Context: an optimization exercise on an open-source flow, tuned for small area, a short achievable clock period and few clock cycles. The choices shown serve that exercise and are no tape-out recipe.
Only simulation tests tie the RTL to the original design; equivalence was not proved.

[flow/standard.sh]
#!/bin/bash
# synth_recipe.tcl (not shown) runs the flow's synth.tcl, then flattens the netlist and writes it again
# the make line also repeats each setting of config.mk as NAME=value (left out here)
make -C /OpenROAD-flow-scripts/flow DESIGN_CONFIG=/design/flow/config.mk WORK_HOME=/design/flow/orfs CLKGATE_MAP_FILE= SYNTH_SCRIPT=/design/flow/synth_recipe.tcl "${@:-finish}"
[flow/constraint.sdc]
create_clock -name core_clock -period 10.0 [get_ports {clk}]
set_input_delay 2.0000 -clock core_clock [delete_from_list [all_inputs] [get_ports {clk}]]
set_output_delay 2.0000 -clock core_clock [all_outputs]
set_load 0.01 [all_outputs]
[flow/design.v]
module divider
(
    input clk,
    input rst,
    input  logic div_start,
    input logic [2:0] div_op,
    input  logic [31:0] dividend,  
    input  logic [31:0] divisor,  
    output logic [31:0] quotient,  
    output logic [31:0] remainder,  
    output logic div_stall,
    output logic div_done
);
    localparam logic [2:0] S_IDLE = 3'b000, S_PREP = 3'b001, S_ITER = 3'b011,
                           S_FIX  = 3'b101, S_DONE = 3'b010;
    logic [2:0]  state;
    logic [31:0] rq;     
    logic [31:0] rr;     
    logic [31:0] rd;     
    logic [3:0]  cnt;    
    logic        nq;     
    logic        nr;     
    logic [5:0]  lza;    
    logic [5:0]  lzb;    
    logic        bzr;    
    logic [31:0] rq_s, rr_s;
    cneg u_nq (.x(rq), .n(nq), .y(rq_s));
    cneg u_nr (.x(rr), .n(nr), .y(rr_s));
    assign quotient  = rq;
    assign remainder = rr;
    assign div_stall = state[0] | (div_start & ~state[1]);
    assign div_done  = state[1] & ~state[0];
    logic sa_in, sb_in;
    logic [5:0] lza_in, lzb_in;
    assign sa_in = ~div_op[0] & dividend[31];
    assign sb_in = ~div_op[0] & divisor[31];
    lzc32 u_lza (.x(dividend ^ {32{sa_in}}), .n(lza_in));
    lzc32 u_lzb (.x(divisor ^ {32{sb_in}}), .n(lzb_in));
    logic       big;
    logic [4:0] diff;
    logic [3:0] itl;
    logic [4:0] itr;
    assign big  = lzb[5] | (lzb[4:1] == 4'hf);
    logic [6:0] dfull; assign dfull = {1'b0,lzb} + {6'd0, nq} + 7'd2 - {1'b0,lza}; assign diff = dfull[6] ? 5'd0 : dfull[4:0];
    assign itl  = big ? 4'd0 : diff[4:1];
    assign itr  = (big | state[2]) ? 5'b10000 : {1'b0, itl};
    assign bzr  = lzb[5] & ~nr;
    logic [31:0] rot0, rot1, rot2, rot3, rot4, hm;
    assign rot0 = rq_s;
    assign rot1 = itr[0] ? {rot0[1:0],  rot0[31:2]}  : rot0;
    assign rot2 = itr[1] ? {rot1[3:0],  rot1[31:4]}  : rot1;
    assign rot3 = itr[2] ? {rot2[7:0],  rot2[31:8]}  : rot2;
    assign rot4 = itr[3] ? {rot3[15:0], rot3[31:16]} : rot3;
    assign hm = ~(32'hffff_ffff >> {itr, 1'b0});
    logic [33:0] x;
    assign x = {rr, rq[31:30]};
    logic [33:0] t1; logic c1;
    skadd #(34) u_t1 (.a(x), .b(~{2'b0, rd}), .ci(1'b1), .s(t1), .co(c1));
    logic [32:0] t2h; logic c2;
    skadd #(33) u_t2 (.a(x[33:1]), .b(~{1'b0, rd}), .ci(1'b1), .s(t2h), .co(c2));
    logic [34:0] a3, b3, d3, s3, c3, t3;
    logic c3o;
    assign a3 = {1'b0, x};
    assign b3 = ~{2'b0, rd, 1'b0};
    assign d3 = ~{3'b0, rd};
    assign s3 = a3 ^ b3 ^ d3;
    assign c3 = (a3 & b3) | (a3 & d3) | (b3 & d3);
    skadd #(35) u_t3 (.a(s3), .b({c3[33:0], 1'b1}), .ci(1'b1), .s(t3), .co(c3o));
    logic ge1, ge2, ge3;
    assign ge1 = c1;
    assign ge2 = c2;
    assign ge3 = ~t3[34];
    logic [31:0] r_next;
    logic [1:0]  q_dig;
    always_comb begin
        if (ge3)      r_next = t3[31:0];
        else if (ge2) r_next = {t2h[30:0], x[0]};
        else if (ge1) r_next = t1[31:0];
        else          r_next = x[31:0];
        q_dig = {ge2, ge3 | (ge1 & ~ge2)};
    end
    always_ff @(posedge clk) begin
        if (rst) state <= S_IDLE;
        else begin
            case (state)
                S_IDLE: if (div_start) state <= S_PREP;
                S_PREP: state <= (itr != 5'd0) ? S_ITER : (nq ^ nr) | nq ? S_FIX : S_DONE;
                S_ITER: if (cnt == 4'd0) state <= (nq | nr) ? S_FIX : S_DONE;
                S_FIX:  state <= S_DONE;
                default: state <= S_IDLE;
            endcase
        end
    end
    always_ff @(posedge clk) begin
        lza <= lza_in;
        lzb <= lzb_in;
        case (state)
            S_PREP: begin
                rr  <= rot4 & ~hm;
                rq  <= rot4 & hm;
                rd  <= rr_s;
                cnt <= itl - 4'd1;
                nq  <= (nq ^ nr) & ~bzr;
                nr  <= nq;
            end
            S_ITER: begin
                rr  <= r_next;
                rq  <= {rq[29:0], q_dig};
                cnt <= cnt - 4'd1;
            end
            S_FIX: begin
                rr  <= rr_s;
                rq  <= rot4 & hm;
            end
            default: begin
                rr  <= divisor;
                rq  <= dividend;
                nq  <= sa_in;
                nr  <= sb_in;
            end
        endcase
    end
endmodule
module skadd #(parameter int W = 32)
(
    input  logic [W-1:0] a,
    input  logic [W-1:0] b,
    input  logic         ci,
    output logic [W-1:0] s,
    output logic         co
);
    logic [W-1:0] g, p, G, P;
    always_comb begin
        g = a & b;
        p = a ^ b;
        G = g;
        P = p;
        G[0] = g[0] | (p[0] & ci);
        for (int l = 0; (1 << l) < W; l++)
            for (int i = 0; i < W; i++)
                if ((i >> l) & 1) begin
                    G[i] = G[i] | (P[i] & G[((i >> l) << l) - 1]);
                    P[i] = P[i] & P[((i >> l) << l) - 1];
                end
    end
    assign s  = p ^ {G[W-2:0], ci};
    assign co = G[W-1];
endmodule
module cneg
(
    input  logic [31:0] x,
    input  logic        n,
    output logic [31:0] y
);
    logic [31:0] o;
    always_comb begin
        o = x;
        for (int l = 0; l < 5; l++)
            for (int i = 0; i < 32; i++)
                if ((i >> l) & 1)
                    o[i] = o[i] | o[((i >> l) << l) - 1];
    end
    assign y = x ^ ({32{n}} & {o[30:0], 1'b0});
endmodule
module lzc32
(
    input  logic [31:0] x,
    output logic [5:0]  n
);
    logic [31:0] v1;
    logic [15:0] v2;
    logic [7:0]  v3;
    logic [3:0]  v4;
    logic [4:0]  z;
    always_comb begin
        z[4] = (x[31:16] == 16'd0);
        v1   = z[4] ? {x[15:0], 16'd0} : x;
        z[3] = (v1[31:24] == 8'd0);
        v2   = z[3] ? v1[23:8] : v1[31:16];
        z[2] = (v2[15:12] == 4'd0);
        v3   = z[2] ? v2[11:4] : v2[15:8];
        z[1] = (v3[7:6] == 2'd0);
        v4   = z[1] ? v3[5:2] : v3[7:4];
        z[0] = ~v4[3];
        n    = (x == 32'd0) ? 6'd32 : {1'b0, z};
    end
endmodule
[flow/flow/run.sh]
#!/bin/bash
# Standard layout (the standard.sh, unchanged synthesis), with two
# changes to how the layout is made:
#  - the port buffers are buf_1 cells (repair_timing upsizes them where
#    timing needs it) instead of the delay cells buffer_ports picks
#  - repair_timing aims for a setup slack of 5.6 ns
export BUFFER_PORTS_ARGS="-buffer_cell sky130_fd_sc_hd__buf_1"
export SETUP_SLACK_MARGIN=5.6
bash standard.sh > standard.log 2>&1
[flow/config.mk]
export PLATFORM = sky130hd
export DESIGN_NAME = divider
export DESIGN_NICKNAME = divider
export VERILOG_FILES = /design/flow/design.v
export SDC_FILE = /design/flow/constraint.sdc
export NUM_CORES = 4
export LEC_CHECK = 0
export CAP_MARGIN = 5
export CORE_MARGIN = 2
export CORE_UTILIZATION = 40
export CTS_BUF_LIST = sky130_fd_sc_hd__clkbuf_4 sky130_fd_sc_hd__clkbuf_8
export PLACE_DENSITY = 0.6
export SLEW_MARGIN = 5
==> results of run 1 <==
-- worst max path at each step --
stage,startpoint,endpoint,slack (ps),depth (start not counted)
after floorplan,dividend[31],lza[0],5470,10
after global placement,div_op[0],lza[0],4280,10
after detailed placement,nq,rr[2],4230,13
after CTS,nq,rr[2],5580,13
after global routing,div_start,state[1],5590,23
final,div_start,div_stall,5610,4
-- logic make-up (layout without fill, tap and decap cells) --
logic type                 Yosys count  after routing  share of synthesized area (%)
AOI/OAI and AO/OA                  681            681                           29.9
DFF                                117            117                           17.3
muxes                               66             66                           4.45
adders and majority gates          156            156                           14.5
and+or+nand+nor                    666            668                           20.9
xor gates and xnor gates           135            135                           7.48
buffers and inverters              218            334                           5.43
-- placed cells by master (no fill, tap or decap), types with 23 or more instances in the layout --
cell	Yosys	layout
mux2i_1	53	51
a22oi_1	32	30
fa_1	46	46
or3_1	31	27
o21ai_0	134	127
a21o_1	23	23
edfxtp_1	39	39
nand4_1	26	26
a21oi_1	131	129
xnor2_1	88	88
nor3_1	78	67
xor2_1	47	44
a31oi_1	24	23
ha_1	110	110
nor2_1	150	143
buf_1	10	121
o31ai_1	27	25
buf_4	1	58
nand2_1	171	168
a211oi_1	33	25
o211ai_1	43	43
nand3_1	55	52
dfxtp_1	78	74
inv_1	102	99
-- sequential cells by signal, summed over array words and instances, names as in the netlist --
signal / count
cnt: 4
rd: 32
nr: 1
nq: 1
lza: 6
state: 3
lzb: 6
rq: 32
rr: 32
-- critical path: cells and delay by family --
kind	cells	cell delay, ps
AND/OR/NAND/NOR	2	140
buffers and inverters	2	240
-- through the flow --
step                      setup slack, ps  hold WS, ps  instances
after floorplan                      5470          547       2039
after global placement               4280          608       2601
after detailed placement             4230          601       2601
after CTS                            5580          618       2666
after global routing                 5590          670       2675
final                                5610          640       2675
-- cell type report --
| cell class | instances | area (um^2) |
|---|---|---|
| clock buffer | 23 | 298 |
| timing repair buffer | 199 | 1080 |
| clock inverter | 9 | 101 |
| fill | 3923 | 20800 |
| inverter | 102 | 390 |
| timing repair inverter | 1 | 5.00 |
| tap | 518 | 648 |
| multi-input combinational | 1706 | 12700 |
| sequential | 117 | 2740 |
-- per-layer routing --
| layer | wire (um) | track usage (%) |
|---|---|---|
| met4 | 3850 | 16.2 |
| met3 | 6280 | 5.10 |
| met5 | 7 | 0 |
| met2 | 29100 | 49.1 |
| met1 | 27900 | 42.6 |
-- repair_timing --
item / in CTS / in global routing
gates resized for setup: 63 / 57
gates cloned: 1 / 2
buffers inserted: 32 / 7
setup endpoints to repair: 72 / 53
pin swaps: 4 / 5
==> impl_metrics.ini, run 1 <==
[status]
outcome = timing/DRC/antenna clean

[global_route]
grt_pass1_vias = 16400
grt_pass1_wl_mm = 100
grt_usage_pct = 31.7
antenna_found_initial = 1
grt-ovfl-total = 0
grt_start_max_net_pins = 53

[critical_path]
timing.rr.end = rr[16]
end_kind = primary output
worst-path-max-fanout = 2
cp-start-kind = input pin
critical_path_class = in -> out
worst-r2r-setup-slack_ps = 5710
worstPathRequired_ps = 8000
cp_cell_sequence = buf_8 > nand2b_4 > nand2b_4 > buf_2
critPathSlowestCell = buf_2
arrival_ps = 2390
max_stage_delay_ps = 140
worst-r2r-cell-count = 14
rr_startpoint = nq
cp_common_cell = nand2b_4

[route]
routed_via_density = 6.62
drc = 0
drtIter0Drc = 1970
wl_per_cell_um = 25.1
ant_nets = 0
routed_wl_mm = 67.2
routed-via-count = 17700
drtPass1Iterations = 9

[finish]
drive_above_1_share_pct = 11.7
final_util_pct = 46.3
areaGrowthSynthToFinish_pct = 13.9
final_nets = 2370
final_area_um2 = 18000
antenna-diode-count = 0

[synthesis]
synth_area_leaders = dfxtp_1 (9.9%), ha_1 (8.7%), edfxtp_1 (7.4%)
yosys.area.top_type = dfxtp_1
synth-seq-cells = 117
avgSynthCellArea_um2 = 7.75
synthTopCellsByCount = nand2_1 (171), nor2_1 (150), o21ai_0 (134)
yosysWarnings = 6
synth_top_cell_area_share_pct = 9.88
syn_inst = 2039
syn-num-nets = 2265
synth_async_sr_flop_share_pct = 0
synth_top_flop_cell = dfxtp_1
synth_edf_count = 39
netlist_area_um2 = 15800
yosysMostFrequentCell = nand2_1
ys_seq_area_share_pct = 17.3
synth.distinct_cells = 98

[floorplanning]
die_w_um = 203
coreArea_um2 = 38800
initial_core_util_pct = 40.7
std_cell_rows = 72
num_io_pins = 136
dieArea_um2 = 41100
fp.dieH_um = 203

[worst_hold_path]
hold_path.class = reg -> reg
min_from = cnt[3]
holdPathStages = 2
hold_end = state[1]

[timing]
setup_tns_ps = 0
max_slew_margin_pct = 39.5
slew_violations = 0
min_period_ps = 4390
fmax_ghz = 0.228
fin_crit_sh_pct = 43.9
setup_viol = 0
worst_pin_slew_ps = 897
skew_ps = 24.7
grt_setup_unrepaired = yes
hold_viol_final = 0

[placement]
port_buffers = 133
dp_hpwl_mm = 51.6
placed_cell_area_um2 = 16800
routabilityCongestion = 1.03

[flow_run]
drv_cap = 0

[clock_tree]
h-tree-depth = 4
path_clk_slew_ps = 70
cts_num_sinks = 117
numCtsBuffers = 17
clkLatencyLatePin_ps = 470
hold_buffers = 0
clk_path_buf_depth = 2
root_buffer = clkbuf_8
cts_tree = built
Testbench counts, summed over its fixed seeds: cycles 16,580.
==> inputs of run 2 (changes only) <==
--- a/flow/design.v
+++ b/flow/design.v
@@ -34,7 +34,13 @@
     logic [5:0] lza_in, lzb_in;
     assign sa_in = ~div_op[0] & dividend[31];
     assign sb_in = ~div_op[0] & divisor[31];
-    lzc32 u_lza (.x(dividend ^ {32{sa_in}}), .n(lza_in));
+    logic [7:0] atop;
+    assign atop = dividend[31:24] ^ {8{sa_in}};
+    always_comb begin
+        lza_in = 6'd8;
+        for (int i = 0; i < 8; i++)
+            if (atop[i]) lza_in = 6'(7 - i);
+    end
     lzc32 u_lzb (.x(divisor ^ {32{sb_in}}), .n(lzb_in));
     logic       big;
     logic [4:0] diff;
--- a/flow/config.mk
+++ b/flow/config.mk
@@ -5,9 +5,9 @@
 export SDC_FILE = /design/flow/constraint.sdc
 export NUM_CORES = 4
 export LEC_CHECK = 0
-export CAP_MARGIN = 5
+export CAP_MARGIN = 20
 export CORE_MARGIN = 2
 export CORE_UTILIZATION = 40
 export CTS_BUF_LIST = sky130_fd_sc_hd__clkbuf_4 sky130_fd_sc_hd__clkbuf_8
 export PLACE_DENSITY = 0.6
-export SLEW_MARGIN = 5
+export SLEW_MARGIN = 20
==> run 2 against run 1 <==
Effect of this change: die area shrank 6.2%; clock skew shrank 7.8 ps; cell count shrank 7.6%; sequential cell count shrank 2; fmax shrank 1.4%; design area shrank 7.5%; worst hold slack lost 24 ps; clock-buffer cell count shrank 4; synthesized cell count shrank 7.3%; wire length shrank 8.1%.
==> impl_metrics.ini, run 2 <==
[status]
outcome = timing/DRC/antenna clean

[timing]
hold_viol_final = 0
fin_crit_sh_pct = 44.5
slew_violations = 0
max_slew_margin_pct = 42.1
min_period_ps = 4450
grt_setup_unrepaired = yes
setup_viol = 0
worst_pin_slew_ps = 866
skew_ps = 16.9
fmax_ghz = 0.225
setup_tns_ps = 0

[synthesis]
syn-num-nets = 2114
synth.distinct_cells = 99
synth_edf_count = 39
synth_top_flop_cell = dfxtp_1
synth-seq-cells = 115
synthTopCellsByCount = nand2_1 (169), nor2_1 (167), o21ai_0 (142)
ys_seq_area_share_pct = 18.2
yosys.area.top_type = dfxtp_1
synth_top_cell_area_share_pct = 10.3
yosysMostFrequentCell = nand2_1
yosysWarnings = 6
avgSynthCellArea_um2 = 7.83
syn_inst = 1890
synth_area_leaders = dfxtp_1 (10%), ha_1 (9.1%), edfxtp_1 (7.9%)
synth_async_sr_flop_share_pct = 0
netlist_area_um2 = 14800

[route]
routed-via-count = 16000
drtPass1Iterations = 6
ant_nets = 0
routed_via_density = 6.48
drc = 0
wl_per_cell_um = 25.0
routed_wl_mm = 61.7
drtIter0Drc = 1770

[placement]
port_buffers = 133
dp.cells = 2420
dp_hpwl_mm = 47.4
routabilityCongestion = 0.981

[floorplanning]
initial_core_util_pct = 40.5
dieArea_um2 = 38600
die_w_um = 196
fp.dieH_um = 196
num_io_pins = 136
coreArea_um2 = 36500
std_cell_rows = 70

[finish]
reg_top3 = rd: 32 flops, rq: 32 flops, rr: 32 flops
drive_above_1_share_pct = 10.4
layout_common_cells = nand2_1 (166), nor2_1 (158), o21ai_0 (136), a21oi_1 (127), buf_1 (127)
fill_cells = 3717
final_nets = 2214
layout_commonest_cell = nand2_1
antenna-diode-count = 0
final_util_pct = 45.6
areaGrowthSynthToFinish_pct = 12.4
fin_cells = 2471

[global_route]
grt-ovfl-total = 0
grt_usage_pct = 31.4
grt_start_max_net_pins = 49
grt_pass1_wl_mm = 91.9
antenna_found_initial = 2
grt_pass1_vias = 14700

[worst_hold_path]
hold_path.class = reg -> reg

[clock_tree]
cts_num_sinks = 115
numCtsBuffers = 17
path_clk_slew_ps = 70
clkLatencyLatePin_ps = 470
clk_path_buf_depth = 2
hold_buffers = 0
h-tree-depth = 4
root_buffer = clkbuf_8
cts_tree = built

[critical_path]
crit_end = div_stall
timing.rr.end = rr[2]
end_kind = primary output
cp-start-kind = input pin
arrival_ps = 2450
worst-path-max-fanout = 2
worst-r2r-setup-slack_ps = 5700
rr_startpoint = lzb[1]
worstPathRequired_ps = 8000
critical_path_class = in -> out
worst-r2r-cell-count = 15
cp-startpoint = div_start

[flow_run]
drv_cap = 0
-- run 2: cell types whose count changed after synthesis, sizes merged, moves of 9 or more --
cell	previous run	this run
clkbuf	87	57
xnor2	88	79
o211ai	45	24
o21ai	143	157
nor3	79	54
or3	32	20
mux2	11	21
nor4	25	15
o22ai	17	8
buf	29	42
nor2	150	168
-- run 2: cells by family (layout without fill, tap and decap cells) --
kind of cell | count (synthesis) | after routing | share of synthesized area, %
AOI/OAI and AO/OA | 637 | 638 | 29.2
and+or+nand+nor | 586 | 586 | 19.3
buffers and inverters | 201 | 313 | 5.46
adders and majority gates | 154 | 154 | 15.4
xor gates and xnor gates | 127 | 127 | 7.51
DFF | 115 | 115 | 18.2
muxes | 70 | 70 | 5.00
-- run 2: worst min-delay path by stage --
stage,start,endpoint,cells after the start
6_report,cnt[1],state[2],3
5_1_grt,cnt[1],state[2],3
4_1_cts,cnt[1],state[2],3
3_5_place_dp,cnt[1],state[2],3
3_3_place_gp,cnt[1],state[2],3
2_1_floorplan,state[0],state[1],2
-- run 2: through the flow --
step / hold slack [ps] / cell area (um^2) / worst slack [ps]
6_report: 616 / 16600 / 5550
5_1_grt: 641 / 16600 / 5490
4_1_cts: 605 / 16500 / 5490
3_5_place_dp: 596 / 15700 / 4010
3_3_place_gp: 600 / 15700 / 3940
2_1_floorplan: 520 / 14800 / 5660
-- run 2: critical path: stages --
cell     delay (ps)
buf_1            80
inv_2            60
o21ai_4         170
buf_6           130
-- run 2: final cells by class --
class,count,area (um^2),share of cell area (%)
Multi-Input combinational cell,1575,11600,69.7
Tap cell,468,586,3.52
Clock buffer,19,249,1.50
Sequential cell,115,2700,16.2
Timing Repair Buffer,179,918,5.52
Clock inverter,13,208,1.25
Inverter,102,387,2.32
-- run 2: per-layer routing --
layer | track usage [%] | part of all wire [%]
met2 | 48.8 | 44
met1 | 44.0 | 43
met3 | 4.93 | 9.0
met5 | 0 | 0.062
met4 | 11.4 | 3.8
-- run 2: repair_timing --
item | in CTS | in global routing
setup endpoints to repair | 46 | 46
endpoints found under the hold margin | 0 | 0
pin swaps | 7 | 3
buffers inserted | 17 | 1
gates cloned | 1 | 0
resized for setup | 43 | 42
Testbench counts of run 2, summed over its fixed seeds: cycles 16,581.
==> inputs of run 3 (changes only) <==
--- a/flow/design.v
+++ b/flow/design.v
@@ -34,12 +34,12 @@
     logic [5:0] lza_in, lzb_in;
     assign sa_in = ~div_op[0] & dividend[31];
     assign sb_in = ~div_op[0] & divisor[31];
-    logic [7:0] atop;
-    assign atop = dividend[31:24] ^ {8{sa_in}};
+    logic [3:0] atop;
+    assign atop = dividend[31:28] ^ {4{sa_in}};
     always_comb begin
-        lza_in = 6'd8;
-        for (int i = 0; i < 8; i++)
-            if (atop[i]) lza_in = 6'(7 - i);
+        lza_in = 6'd4;
+        for (int i = 0; i < 4; i++)
+            if (atop[i]) lza_in = 6'(3 - i);
     end
     lzc32 u_lzb (.x(divisor ^ {32{sb_in}}), .n(lzb_in));
     logic       big;
==> run 3 against run 2 <==
Effect of this change: register-to-register slack worse by 90 ps; critical endpoint is now rr[2]; via count is 1.7% lower; fmax is 1.3% higher; wire length is 0.22% lower; non-clock buffer count is 1 lower; utilization is 0.36 points higher; global-route usage is 0.42 points higher; critical path depth is 11 higher; clock-buffer cell count is 2 lower; area after synthesis is 1.6% lower; design area is 1.4% lower.
==> impl_metrics.ini, run 3 <==
[critical_path]
cp-start-kind = flop
cp_cell_sequence = inv_1 > ha_1 > inv_1 > fa_1 > a21o_1 > and4b_2 > o21ai_4 > buf_12 > mux2_2 > o21ai_0 > a31oi_2 > mux2i_1 > mux2i_1 > a211oi_1 > o21ai_0
critical_path_class = reg -> reg
path_delay_family = compound AO/OA/AOI/OAI gates
max_stage_delay_ps = 470
worst-path-max-fanout = 40
end_kind = flop
cp.buffers_inverters = 3
worstPathRequired_ps = 10390
arrival_ps = 4790
critPathSlowestCell = mux2i_1

[timing]
setup_tns_ps = 0
fin_crit_sh_pct = 43.9
fmax_ghz = 0.228
slew_violations = 0
setup_viol = 0
grt_setup_unrepaired = no
min_period_ps = 4390
timing.hold.ws_ps = 621
hold_viol_final = 0
skew_ps = 18.9
worst_pin_slew_ps = 1000
max_slew_margin_pct = 33.1

[clock_tree]
cts_num_sinks = 114
root_buffer = clkbuf_8
h-tree-depth = 4
cts_tree = built
clkLatencyLatePin_ps = 500
clk_path_buf_depth = 2
numCtsBuffers = 17
path_clk_slew_ps = 90

[route]
drtPass1Iterations = 7
routed_via_density = 6.48
drtIter0Drc = 1851
ant_nets = 0
drc = 0
wl_per_cell_um = 25.4
routed-via-count = 15700
routed_wl_mm = 61.6

[synthesis]
synth.distinct_cells = 82
yosysWarnings = 6
syn-num-nets = 2084
synth_xor_area_share_pct = 7.64
synthSimpleGateAreaFrac_pct = 18.1
synth_top_flop_cell = dfxtp_1
ys_seq_area_share_pct = 18.4
syn_inst = 1860
netlist_area_um2 = 14600
synthTopCellsByCount = nand2_1 (156), a21oi_1 (149), nor2_1 (146)
yosys.area.top_type = dfxtp_1
synth_edf_count = 39
synth_compound_area_share_pct = 29.0
synthAdderAreaFrac_pct = 15.6
avgSynthCellArea_um2 = 7.83
synth_top_cell_area_share_pct = 10.3
synth-seq-cells = 114
synth_area_leaders = dfxtp_1 (10%), ha_1 (9.3%), edfxtp_1 (8.0%)
synth_top_family_by_area = compound AO/OA/AOI/OAI gates
synth_async_sr_flop_share_pct = 0
yosysMostFrequentCell = nand2_1
synthMuxAreaShare_pct = 6.01

[global_route]
grt_start_max_net_pins = 48
antenna_found_initial = 1
grt_usage_pct = 31.8
grt-ovfl-total = 0
grt_pass1_vias = 14800
grt_pass1_wl_mm = 92.0

[placement]
routabilityCongestion = 0.994
placed_cell_area_um2 = 15500
dp_hpwl_mm = 47.3
port_buffers = 133

[finish]
seqCellArea_um2 = 2680
final_area_um2 = 16400
antenna-diode-count = 0
drive_above_1_share_pct = 9.81
final_nets = 2178
multi_input_area_um2 = 11400
areaGrowthSynthToFinish_pct = 12.7
layout_common_cells = nand2_1 (151), a21oi_1 (144), nor2_1 (140), o21ai_0 (140), buf_1 (129)
reg_top3 = rd: 32 flops, rq: 32 flops, rr: 32 flops
fill_cells = 3666
layout_commonest_cell = nand2_1

[floorplanning]
num_io_pins = 136
coreArea_um2 = 35700
die_w_um = 195
dieArea_um2 = 38000
initial_core_util_pct = 40.7
fp.dieH_um = 195
std_cell_rows = 69

[worst_hold_path]
hold_path.class = reg -> reg

[status]
outcome = timing/DRC/antenna clean

[flow_run]
drv_cap = 0
==> run 3: final cells by class <==
cell class | count | area share (%)
Clock buffer | 17 | 1.43
Inverter | 95 | 2.20
Clock inverter | 15 | 1.27
Multi-Input combinational cell | 1548 | 69.7
Tap cell | 461 | 3.51
Sequential cell | 114 | 16.3
Timing Repair Buffer | 178 | 5.58
==> run 3: worst paths after layout <==
path               start     end  slack [ps]  depth (start not counted)
setup / recovery  lzb[1]   rr[2]        5610                         15
hold / removal    cnt[0]  cnt[0]         620                          1
setup reg to reg  lzb[1]   rr[2]        5610                         15
hold reg to reg   cnt[0]  cnt[0]         620                          1
==> run 3: stage by stage <==
stage | setup slack, ps | std cells | utilization [%]
4_1_cts | 5570 | 2417 | 45.2
6_report | 5610 | 2428 | 45.9
2_1_floorplan | 5830 | 1860 | -
3_3_place_gp | 4650 | 2379 | 43.4
3_5_place_dp | 4610 | 2380 | 43.4
5_1_grt | 5590 | 2428 | 45.9
==> run 3: metal layers <==
metal	global-route usage (%)	wire length, um	up-vias
li1	-	-	7159
met1	43.8	26500	7644
met2	49.3	27200	805
met3	5.29	5310	123
met4	13.3	2600	0
met5	0	0	-
==> run 3: cell families (layout without fill, tap and decap cells) <==
kind of cell	count (synthesis)	count (layout)
and+or+nand+nor	544	544
adders and majority gates	154	154
muxes	82	82
buffers and inverters	198	305
xor gates and xnor gates	127	127
AOI/OAI and AO/OA	641	641
DFF	114	114
==> run 3: repair_timing <==
item,CTS,global route
pin swaps,3,5
setup buffers,5,11
resized for setup,41,44
hold buffers,0,0
endpoints found under the setup margin,68,43
Testbench counts of run 3, summed over its fixed seeds: cycles 16,632.

-- what the ideal ports hide --
No port has a modelled driver above. Below, the same layouts with a new extraction and two added sets of constraints. Step 1, drivers: a clkbuf_16 drives clk and a buf_2 each remaining input, both assumed. Step 2, shift: input delay + t, output delay - t, t = (earliest + latest rising clock arrival at the registers) / 2. This alone moves slack from input paths to output paths. Three values: no drivers, after step 1, after step 2; two values: the first two.
run	t (ns)	setup slack, ns	clock arrival spread, ns
run 1	0.506	5.615 / 5.563 / 5.134	0.025 / 0.025
run 2	0.506	5.551 / 5.529 / 5.193	0.017 / 0.017
run 3	0.546	5.607 / 5.585 / 5.271	0.019 / 0.019
After both steps setup and hold are still met in every run listed. The setup slack of run 1, which loses most, moves by -0.052 ns with the drivers and by -0.481 ns with both steps.
